Context: an optimization exercise on an open-source flow, tuned for a short achievable clock period and few clock cycles. The choices shown serve that exercise and are no tape-out recipe. Where RTL was checked, it was by simulation tests only, not by an equivalence proof against the original. No activity file was given, so power comes from the tool's default toggle rates.

red:
==> flow/design.v (excerpt) <==
module cpu_wrapper(
    clk, rst, carry_in,
    imem_addr, imem_data,
    dmem_addr, dmem_we, dmem_wdata, dmem_rdata,
    io_out, halted
    );
Size in the first run: ~1300 cells after synthesis, roughly 160 flip-flops, roughly 53 I/O pins, ~11000 um^2 of cells after synthesis.
==> flow/config.mk <==
export PLATFORM = sky130hd
export DESIGN_NAME = cpu_wrapper
export DESIGN_NICKNAME = cpu_wrapper
export VERILOG_FILES = /design/flow/design.v
export SDC_FILE = /design/flow/constraint.sdc
export NUM_CORES = 4
export LEC_CHECK = 0
export ABC_CLOCK_PERIOD_IN_PS = 2200
export CAP_MARGIN = 20
export CORE_MARGIN = 2
export CORE_UTILIZATION = 40
export SETUP_SLACK_MARGIN = 4.2
export SLEW_MARGIN = 20
==> flow/constraint.sdc <==
create_clock -name core_clock -period 6.5 [get_ports {clk}]
set_input_delay 1.3000 -clock core_clock [delete_from_list [all_inputs] [get_ports {clk}]]
set_output_delay 1.3000 -clock core_clock [all_outputs]
set_load 0.01 [all_outputs]
standard.sh (not shown) runs the stock make flow with config.mk's settings and CLKGATE_MAP_FILE= SYNTH_SCRIPT=/design/flow/synth_recipe.tcl, a recipe that flattens the netlist after the stock synthesis.
==> flow/flow/run.sh <==
#!/bin/bash
# The standard layout (the standard.sh), with one change: synthesis leaves
# adders as plain gates for abc instead of mapping them onto the library's
# full/half adder cells (ADDER_MAP_FILE empty), which gives faster carry logic.
# Registers are the standard synthesis's: the adder step never touches them.
set -euo pipefail
bash standard.sh ADDER_MAP_FILE= finish > standard_finish.log 2>&1
Testbench counts of red, summed over its fixed seeds: cycles 21,532.
### red -> blue
-- flow/design.v --
<<< red, line 167
    wire       lret_n  = ir_v_n & ~hz_n & ~brk_n & ret_n;
    wire [7:0] ret_nq  = (exec & k_call) ? alt_q : ret_q;
    wire       hold_n  = (stall & k_brk) | (accept & (hz_n | b_brk));
    wire       sret_n  = accept & b_ret;
    wire [7:0] alt_n   = taken ? imem_data : hold_n ? alt_q : sret_n ? ret_nq : alt_q + 8'd1;
>>> blue, line 167
    wire       lret_n  = ir_v_n & ~hz_n & ~brk_n & ret_n;
    wire [7:0] ret_nq  = (exec & k_call) ? alt_q : ret_q;
    wire       hold_n  = accept & hz_n;
    wire       sret_n  = accept & b_ret;
    wire [7:0] alt_n   = taken ? imem_data : hold_n ? alt_q : sret_n ? ret_nq : alt_q + 8'd1;
[summary]
- Comparing blue and red, the lower non-clock buffer instance count of the final layout is on red.
- NOTE sum of net half-perimeters after detailed placement red->blue decreased by a little under 10%
- Number of nets in the final layout: blue lower than red
- The flow did not stop early for blue: all stages ran, and the layout cleared the timing, design-rule and antenna checks.
- Comparing blue and red, the higher ratio of final minimum period to clock period is on blue.
- Compared with red, blue shows a synthesized area that is 6.1% lower.
- red → blue: worst hold slack has increased; number of stages on the worst hold path has remained practically unchanged; setup slack has decreased; power has increased; post-route core utilization has increased.
- blue has internal cell power above what red had.
- blue reports its startpoint of the worst setup timing path as opb[0]$_DFF_P_ while red reports imem_data[3].
The RTL of blue was laid out without a check of its function.

* * *

The RTL this note starts from:
==> flow/design.v <==
`timescale 1ns / 1ps
module cpu_wrapper(
    clk, rst, carry_in,
    imem_addr, imem_data,
    dmem_addr, dmem_we, dmem_wdata, dmem_rdata,
    io_out, halted
    );
    input clk; input rst;
    input carry_in;
    output wire [7:0] imem_addr;
    input wire [7:0] imem_data;
    output wire [7:0] dmem_addr;
    output wire dmem_we;
    output wire [7:0] dmem_wdata;
    input wire [7:0] dmem_rdata;
    output wire [7:0] io_out;
    output wire halted;
    reg [7:0] fa_q;      
    reg [7:0] fa1_q;     
    reg [7:0] alt_q;     
    reg       dv_q;      
    reg [7:0] ir_q;      
    reg       ir_v;      
    reg [7:0] opa, opb;  
    reg [7:0] r0, r1, r2, r3;
    reg       z_q, c_q, n_q;
    reg [7:0] ret_q;
    reg [7:0] io_q;
    reg       hz_q;      
    reg       pend_v;    
    reg       pend_mul;  
    reg [1:0] pend_dst;
    reg       io_pend;   
    reg       ci_q;      
    reg [15:0] mul_s, mul_c;
    reg        mul_z;
    reg k_alu;     
    reg k_cwe;     
    reg k_mult, k_ld, k_wr, k_rd, k_jmp, k_jcc, k_call, k_ret, k_wrio, k_brk, k_two;
    reg k_and, k_or, k_xor, k_sum, k_shl, k_shr, k_neg;
    reg k_sub, k_usec, k_fillc;
    wire [7:0] b = imem_data;
    wire b_alu2  = ~b[7];
    wire b_mult  = (b[7:4] == 4'b0011);
    wire b_shift = (b[7:4] == 4'b1000);
    wire b_neg   = (b[7:4] == 4'b1001) & (b[1:0] == 2'b00);
    wire b_ld    = (b[7:4] == 4'b1001) & (b[1:0] == 2'b11);
    wire b_wr    = (b[7:4] == 4'b1010);
    wire b_rd    = (b[7:4] == 4'b1011);
    wire b_jmp   = (b[7:3] == 5'b11000);
    wire b_jcc   = (b[7:3] == 5'b11001);
    wire b_call  = (b[7:3] == 5'b11010);
    wire b_ret   = (b[7:3] == 5'b11011);
    wire b_wrio  = (b[7:4] == 4'b1110);
    wire b_brk   = (b == 8'hFF);
    wire b_rdrd  = b_alu2 | b_shift | b_neg | b_wr;         
    wire b_rdrr  = b_alu2 | b_wr | b_rd | b_wrio;           
    wire [1:0] fd = ir_q[3:2];
    wire exec  = ir_v & ~hz_q & ~k_brk;
    wire stall = ir_v & (hz_q | k_brk);
    wire       cin   = k_sub ^ (k_usec & ci_q);
    wire [7:0] b_op  = k_sub ? ~opb : opb;
    wire [8:0] sum   = {1'b0, opa} + {1'b0, b_op} + {8'b0, cin};
    wire       sum_z = ((opa ^ b_op) == {opa[6:0] | b_op[6:0], cin});
    wire [7:0] negv  = ~opa + 8'd1;
    wire       fill  = k_fillc ? ci_q : 1'b0;                  
    wire       fillr = k_fillc ? ci_q : opa[7];                
    wire [7:0] shl   = {opa[6:0], fill};
    wire [7:0] shr   = {fillr, opa[7:1]};
    wire [7:0] alu_y = ({8{k_and}} & (opa & opb)) |
                       ({8{k_or }} & (opa | opb)) |
                       ({8{k_xor}} & (opa ^ opb)) |
                       ({8{k_sum}} & sum[7:0]) |
                       ({8{k_shl}} & shl) |
                       ({8{k_shr}} & shr) |
                       ({8{k_neg}} & negv);
    wire alu_z = (k_and & ((opa & opb) == 8'd0)) |
                 (k_or  & ((opa | opb) == 8'd0)) |
                 (k_xor & (opa == opb)) |
                 (k_sum & sum_z) |
                 (k_shl & (shl == 8'd0)) |
                 (k_shr & (shr == 8'd0)) |
                 (k_neg & (opa == 8'd0));
    wire alu_c = (k_sum & (sum[8] ^ k_sub)) |
                 (k_shl & opa[7]) |
                 (k_shr & opa[0]) |
                 (k_neg & ~negv[7] & ~opa[7]);
    wire alu_we = exec & k_alu;
    wire [15:0] pp0 = opb[0] ? {8'b0, opa}       : 16'd0;
    wire [15:0] pp1 = opb[1] ? {7'b0, opa, 1'b0} : 16'd0;
    wire [15:0] pp2 = opb[2] ? {6'b0, opa, 2'b0} : 16'd0;
    wire [15:0] pp3 = opb[3] ? {5'b0, opa, 3'b0} : 16'd0;
    wire [15:0] pp4 = opb[4] ? {4'b0, opa, 4'b0} : 16'd0;
    wire [15:0] pp5 = opb[5] ? {3'b0, opa, 5'b0} : 16'd0;
    wire [15:0] pp6 = opb[6] ? {2'b0, opa, 6'b0} : 16'd0;
    wire [15:0] pp7 = opb[7] ? {1'b0, opa, 7'b0} : 16'd0;
    wire [15:0] s1a = pp0 ^ pp1 ^ pp2, c1a = ((pp0 & pp1) | (pp0 & pp2) | (pp1 & pp2)) << 1;
    wire [15:0] s1b = pp3 ^ pp4 ^ pp5, c1b = ((pp3 & pp4) | (pp3 & pp5) | (pp4 & pp5)) << 1;
    wire [15:0] s2a = s1a ^ c1a ^ s1b, c2a = ((s1a & c1a) | (s1a & s1b) | (c1a & s1b)) << 1;
    wire [15:0] s2b = c1b ^ pp6 ^ pp7, c2b = ((c1b & pp6) | (c1b & pp7) | (pp6 & pp7)) << 1;
    wire [15:0] s3  = s2a ^ c2a ^ s2b, c3  = ((s2a & c2a) | (s2a & s2b) | (c2a & s2b)) << 1;
    wire [15:0] s4  = s3 ^ c3 ^ c2b,   c4  = ((s3 & c3) | (s3 & c2b) | (c3 & c2b)) << 1;
    wire [15:0] prod = mul_s + mul_c;
    wire taken = exec & (k_jmp | k_call |
                 (k_jcc & ((z_q & ir_q[1]) | (c_q & ir_q[2]) | (n_q & ir_q[0]))));
    wire late_ret = exec & k_ret;
    wire accept = dv_q & ~stall & ~(exec & k_two) & ~late_ret;
    assign imem_addr = taken ? imem_data : alt_q;
    assign dmem_addr  = opb;
    assign dmem_wdata = opa;
    assign dmem_we    = exec & k_wr;
    assign io_out     = io_q;
    assign halted     = ir_v & k_brk & ~io_pend;
    wire       ld_we    = exec & k_ld;
    wire [7:0] wb_val   = ld_we ? imem_data : alu_y;
    wire       wb_en    = alu_we | ld_we;
    wire [7:0] pend_val = pend_mul ? prod[7:0] : dmem_rdata;
    wire [7:0] r0_n = (wb_en && fd == 2'd0) ? wb_val : (pend_v && pend_dst == 2'd0) ? pend_val : r0;
    wire [7:0] r1_n = (wb_en && fd == 2'd1) ? wb_val : (pend_v && pend_dst == 2'd1) ? pend_val : r1;
    wire [7:0] r2_n = (wb_en && fd == 2'd2) ? wb_val : (pend_v && pend_dst == 2'd2) ? pend_val : r2;
    wire [7:0] r3_n = (wb_en && fd == 2'd3) ? wb_val : (pend_v && pend_dst == 2'd3) ? pend_val : r3;
    wire [7:0] nir = stall ? ir_q : imem_data;
    reg  [7:0] opa_n, opb_n;
    always @(*) begin
        case (nir[3:2])
            2'd0: opa_n = r0_n; 2'd1: opa_n = r1_n; 2'd2: opa_n = r2_n; default: opa_n = r3_n;
        endcase
        case (nir[1:0])
            2'd0: opb_n = r0_n; 2'd1: opb_n = r1_n; 2'd2: opb_n = r2_n; default: opb_n = r3_n;
        endcase
    end
    wire       pend_v_n = exec & (k_rd | k_mult);
    wire       hz_n  = ~stall & accept & pend_v_n &
                       ((b_rdrd & (b[3:2] == fd)) | (b_rdrr & (b[1:0] == fd)) | (k_mult & b_jcc));
    wire       ir_v_n  = stall ? ir_v : accept;
    wire       brk_n   = stall ? k_brk : b_brk;
    wire       ret_n   = stall ? k_ret : b_ret;
    wire       stall_n = ir_v_n & (hz_n | brk_n);
    wire       lret_n  = ir_v_n & ~hz_n & ~brk_n & ret_n;
    wire [7:0] ret_nq  = (exec & k_call) ? fa1_q : ret_q;
    wire [7:0] fa1_n   = imem_addr + 8'd1;
    wire [7:0] alt_n   = stall_n ? imem_addr : lret_n ? ret_nq : fa1_n;
    always @(posedge clk or posedge rst) begin
        if (rst) begin
            fa_q <= 8'hFF; fa1_q <= 8'h00; alt_q <= 8'h00; dv_q <= 1'b0;
            ir_q <= 8'h00; ir_v <= 1'b0; opa <= 8'h00; opb <= 8'h00;
            r0 <= 8'h00; r1 <= 8'h00; r2 <= 8'h00; r3 <= 8'h00;
            z_q <= 1'b0; c_q <= 1'b0; n_q <= 1'b0;
            ret_q <= 8'h00; io_q <= 8'h00; hz_q <= 1'b0;
            pend_v <= 1'b0; pend_mul <= 1'b0; pend_dst <= 2'd0; io_pend <= 1'b0;
            ci_q <= 1'b0;
            mul_s <= 16'd0; mul_c <= 16'd0; mul_z <= 1'b0;
            k_alu <= 1'b0; k_cwe <= 1'b0; k_mult <= 1'b0; k_ld <= 1'b0; k_wr <= 1'b0;
            k_rd <= 1'b0; k_jmp <= 1'b0; k_jcc <= 1'b0; k_call <= 1'b0; k_ret <= 1'b0;
            k_wrio <= 1'b0; k_brk <= 1'b0; k_two <= 1'b0;
            k_and <= 1'b0; k_or <= 1'b0; k_xor <= 1'b0; k_sum <= 1'b0; k_shl <= 1'b0;
            k_shr <= 1'b0; k_neg <= 1'b0; k_sub <= 1'b0; k_usec <= 1'b0; k_fillc <= 1'b0;
        end else begin
            ci_q  <= carry_in;
            fa_q  <= imem_addr;
            fa1_q <= fa1_n;
            alt_q <= alt_n;
            dv_q  <= stall ? dv_q : 1'b1;
            ir_v  <= ir_v_n;
            hz_q  <= hz_n;
            opa   <= opa_n;
            opb   <= opb_n;
            if (!stall) begin
                ir_q    <= imem_data;
                k_alu   <= (b_alu2 & ~b_mult) | b_shift | b_neg;
                k_cwe   <= (b_alu2 & (b[6:4] >= 3'd4)) | b_shift | b_neg;
                k_mult  <= b_mult;
                k_ld    <= b_ld;
                k_wr    <= b_wr;
                k_rd    <= b_rd;
                k_jmp   <= b_jmp;
                k_jcc   <= b_jcc;
                k_call  <= b_call;
                k_ret   <= b_ret;
                k_wrio  <= b_wrio;
                k_brk   <= b_brk;
                k_two   <= b_ld | b_jmp | b_jcc | b_call;
                k_and   <= b_alu2 & (b[6:4] == 3'd0);
                k_or    <= b_alu2 & (b[6:4] == 3'd1);
                k_xor   <= b_alu2 & (b[6:4] == 3'd2);
                k_sum   <= b_alu2 & (b[6:4] >= 3'd4);
                k_shl   <= b_shift & ~b[0];
                k_shr   <= b_shift & b[0];
                k_neg   <= b_neg;
                k_sub   <= b[5];
                k_usec  <= b[4];
                k_fillc <= b[1];
            end
            if (exec & k_call) ret_q <= fa1_q;
            if (alu_we) begin z_q <= alu_z; n_q <= alu_y[7]; end
            else if (pend_v & pend_mul) z_q <= mul_z;
            if (alu_we & k_cwe) c_q <= alu_c;
            else if (pend_v & pend_mul) c_q <= prod[15];
            r0 <= r0_n; r1 <= r1_n; r2 <= r2_n; r3 <= r3_n;
            pend_v   <= pend_v_n;
            pend_mul <= k_mult;
            pend_dst <= fd;
            io_pend  <= exec & k_wrio;
            if (io_pend) io_q <= dmem_rdata;
            mul_s <= s4; mul_c <= c4; mul_z <= (opa == 8'd0) | (opb == 8'd0);
        end
    end
endmodule
Settings: LEC_CHECK=0, ABC_CLOCK_PERIOD_IN_PS=3000, CAP_MARGIN=20, CORE_MARGIN=2, CORE_UTILIZATION=40, SETUP_SLACK_MARGIN=3.5, SLEW_MARGIN=20; clock period 6.5 ns.
run.sh (not shown) runs the stock make flow with config.mk's settings and CLKGATE_MAP_FILE= SYNTH_SCRIPT=/design/flow/synth_recipe.tcl, a recipe that flattens the netlist after the stock synthesis.
Stock flow here: none of the scripts above is used.
Edit:
--- a/flow/design.v
+++ b/flow/design.v
@@ -19,4 +19,6 @@
     reg [7:0] fa1_q;     
     reg [7:0] alt_q;     
+    reg       we_q;      
+    reg       halt_q;    
     reg       dv_q;      
     reg [7:0] ir_q;      
@@ -102,6 +104,6 @@
     wire [15:0] s4  = s3 ^ c3 ^ c2b,   c4  = ((s3 & c3) | (s3 & c2b) | (c3 & c2b)) << 1;
     wire [15:0] prod = mul_s + mul_c;
-    wire taken = exec & (k_jmp | k_call |
-                 (k_jcc & ((z_q & ir_q[1]) | (c_q & ir_q[2]) | (n_q & ir_q[0]))));
+    reg  tk_a, tk_z, tk_c, tk_n;    
+    wire taken = tk_a | (tk_z & z_q) | (tk_c & c_q) | (tk_n & n_q);
     wire late_ret = exec & k_ret;
     wire accept = dv_q & ~stall & ~(exec & k_two) & ~late_ret;
@@ -109,25 +111,33 @@
     assign dmem_addr  = opb;
     assign dmem_wdata = opa;
-    assign dmem_we    = exec & k_wr;
+    assign dmem_we    = we_q;
     assign io_out     = io_q;
-    assign halted     = ir_v & k_brk & ~io_pend;
+    assign halted     = halt_q;
     wire       ld_we    = exec & k_ld;
-    wire [7:0] wb_val   = ld_we ? imem_data : alu_y;
-    wire       wb_en    = alu_we | ld_we;
     wire [7:0] pend_val = pend_mul ? prod[7:0] : dmem_rdata;
-    wire [7:0] r0_n = (wb_en && fd == 2'd0) ? wb_val : (pend_v && pend_dst == 2'd0) ? pend_val : r0;
-    wire [7:0] r1_n = (wb_en && fd == 2'd1) ? wb_val : (pend_v && pend_dst == 2'd1) ? pend_val : r1;
-    wire [7:0] r2_n = (wb_en && fd == 2'd2) ? wb_val : (pend_v && pend_dst == 2'd2) ? pend_val : r2;
-    wire [7:0] r3_n = (wb_en && fd == 2'd3) ? wb_val : (pend_v && pend_dst == 2'd3) ? pend_val : r3;
+    wire [3:0] wsel = {fd == 2'd3, fd == 2'd2, fd == 2'd1, fd == 2'd0};
+    wire [3:0] psel = {4{pend_v}} & {pend_dst == 2'd3, pend_dst == 2'd2, pend_dst == 2'd1, pend_dst == 2'd0};
+    wire [3:0] asel = {4{alu_we}} & wsel;
+    wire [3:0] lsel = {4{ld_we}} & wsel;
+    wire [7:0] r0_o = lsel[0] ? imem_data : psel[0] ? pend_val : r0;
+    wire [7:0] r1_o = lsel[1] ? imem_data : psel[1] ? pend_val : r1;
+    wire [7:0] r2_o = lsel[2] ? imem_data : psel[2] ? pend_val : r2;
+    wire [7:0] r3_o = lsel[3] ? imem_data : psel[3] ? pend_val : r3;
+    wire [7:0] r0_n = asel[0] ? alu_y : r0_o;
+    wire [7:0] r1_n = asel[1] ? alu_y : r1_o;
+    wire [7:0] r2_n = asel[2] ? alu_y : r2_o;
+    wire [7:0] r3_n = asel[3] ? alu_y : r3_o;
     wire [7:0] nir = stall ? ir_q : imem_data;
-    reg  [7:0] opa_n, opb_n;
+    reg  [7:0] opa_o, opb_o;
     always @(*) begin
         case (nir[3:2])
-            2'd0: opa_n = r0_n; 2'd1: opa_n = r1_n; 2'd2: opa_n = r2_n; default: opa_n = r3_n;
+            2'd0: opa_o = r0_o; 2'd1: opa_o = r1_o; 2'd2: opa_o = r2_o; default: opa_o = r3_o;
         endcase
         case (nir[1:0])
-            2'd0: opb_n = r0_n; 2'd1: opb_n = r1_n; 2'd2: opb_n = r2_n; default: opb_n = r3_n;
+            2'd0: opb_o = r0_o; 2'd1: opb_o = r1_o; 2'd2: opb_o = r2_o; default: opb_o = r3_o;
         endcase
     end
+    wire [7:0] opa_n = (alu_we & (fd == nir[3:2])) ? alu_y : opa_o;
+    wire [7:0] opb_n = (alu_we & (fd == nir[1:0])) ? alu_y : opb_o;
     wire       pend_v_n = exec & (k_rd | k_mult);
     wire       hz_n  = ~stall & accept & pend_v_n &
@@ -141,7 +151,10 @@
     wire [7:0] fa1_n   = imem_addr + 8'd1;
     wire [7:0] alt_n   = stall_n ? imem_addr : lret_n ? ret_nq : fa1_n;
+    wire       exec_n  = ir_v_n & ~hz_n & ~brk_n;
+    wire       wr_n    = stall ? k_wr : b_wr;
     always @(posedge clk or posedge rst) begin
         if (rst) begin
-            fa_q <= 8'hFF; fa1_q <= 8'h00; alt_q <= 8'h00; dv_q <= 1'b0;
+            fa_q <= 8'hFF; fa1_q <= 8'h00; alt_q <= 8'h00; dv_q <= 1'b0; we_q <= 1'b0; halt_q <= 1'b0;
+            tk_a <= 1'b0; tk_z <= 1'b0; tk_c <= 1'b0; tk_n <= 1'b0;
             ir_q <= 8'h00; ir_v <= 1'b0; opa <= 8'h00; opb <= 8'h00;
             r0 <= 8'h00; r1 <= 8'h00; r2 <= 8'h00; r3 <= 8'h00;
@@ -162,4 +175,10 @@
             alt_q <= alt_n;
             dv_q  <= stall ? dv_q : 1'b1;
+            tk_a <= exec_n & ((stall ? k_jmp : b_jmp) | (stall ? k_call : b_call));
+            tk_z <= exec_n & (stall ? k_jcc : b_jcc) & nir[1];
+            tk_c <= exec_n & (stall ? k_jcc : b_jcc) & nir[2];
+            tk_n <= exec_n & (stall ? k_jcc : b_jcc) & nir[0];
+            we_q  <= exec_n & wr_n;
+            halt_q <= ir_v_n & brk_n & ~(exec & k_wrio);
             ir_v  <= ir_v_n;
             hz_q  <= hz_n;
=>
- The changed run went through all stages and came out clean
- clock skew barely changes
- global-route usage falls by 0.37 points
- worst setup slack gets better by 490 ps
- synthesized cell count went up by about 4%
- total power fell by about 0.7%
- final cell count goes down by 2.0%
- sequential share of layout area is higher by 3.3 points
- worst hold slack improves by 15 ps
- design area went down by 6.5%
Testbench counts after the change, summed over its fixed seeds: cycles 19,688.
Only the layout flow was run in the first run of this note; the RTL was not checked for function there.

==> what the ideal ports hide <==
The flow's constraints put no driver on any port. The routed layouts listed below were extracted and timed again, unchanged, in two steps. Step 1 sets driving cells, clkbuf_16 on the clock port and buf_2 on the other inputs (assumed; they add their load-dependent delay and slew). Step 2 adds t to the input delays and takes it off the output delays; t is the mean of the earliest and latest rising clock arrival at the registers after step 1. Input paths then give back, and output paths get back, about the clock's delay inside the block. Slacks: ideal ports / drivers / drivers and shift; pairs: ideal ports / drivers.
run | t (ns) | setup WS [ns] | hold slack, ns | slew at the worst register clock pin (ns)
red | 0.484 | 4.055 / 4.056 / 3.572 | 0.391 / 0.391 / 0.391 | 0.07 / 0.07
blue | 0.474 | 4.000 / 4.000 / 3.596 | 0.396 / 0.396 / 0.396 | 0.07 / 0.07
the first run of note 2 | 0.472 | 2.907 / 2.870 / 2.884 | 0.466 / 0.466 / 0.466 | 0.07 / 0.07
the second run of note 2 | 0.470 | 3.398 / 3.346 / 3.125 | 0.481 / 0.481 / 0.481 | 0.08 / 0.08
After both steps setup and hold are still met in every run listed. The setup slack of red, which loses most, moves by +0.001 ns with the drivers and by -0.483 ns with both steps.
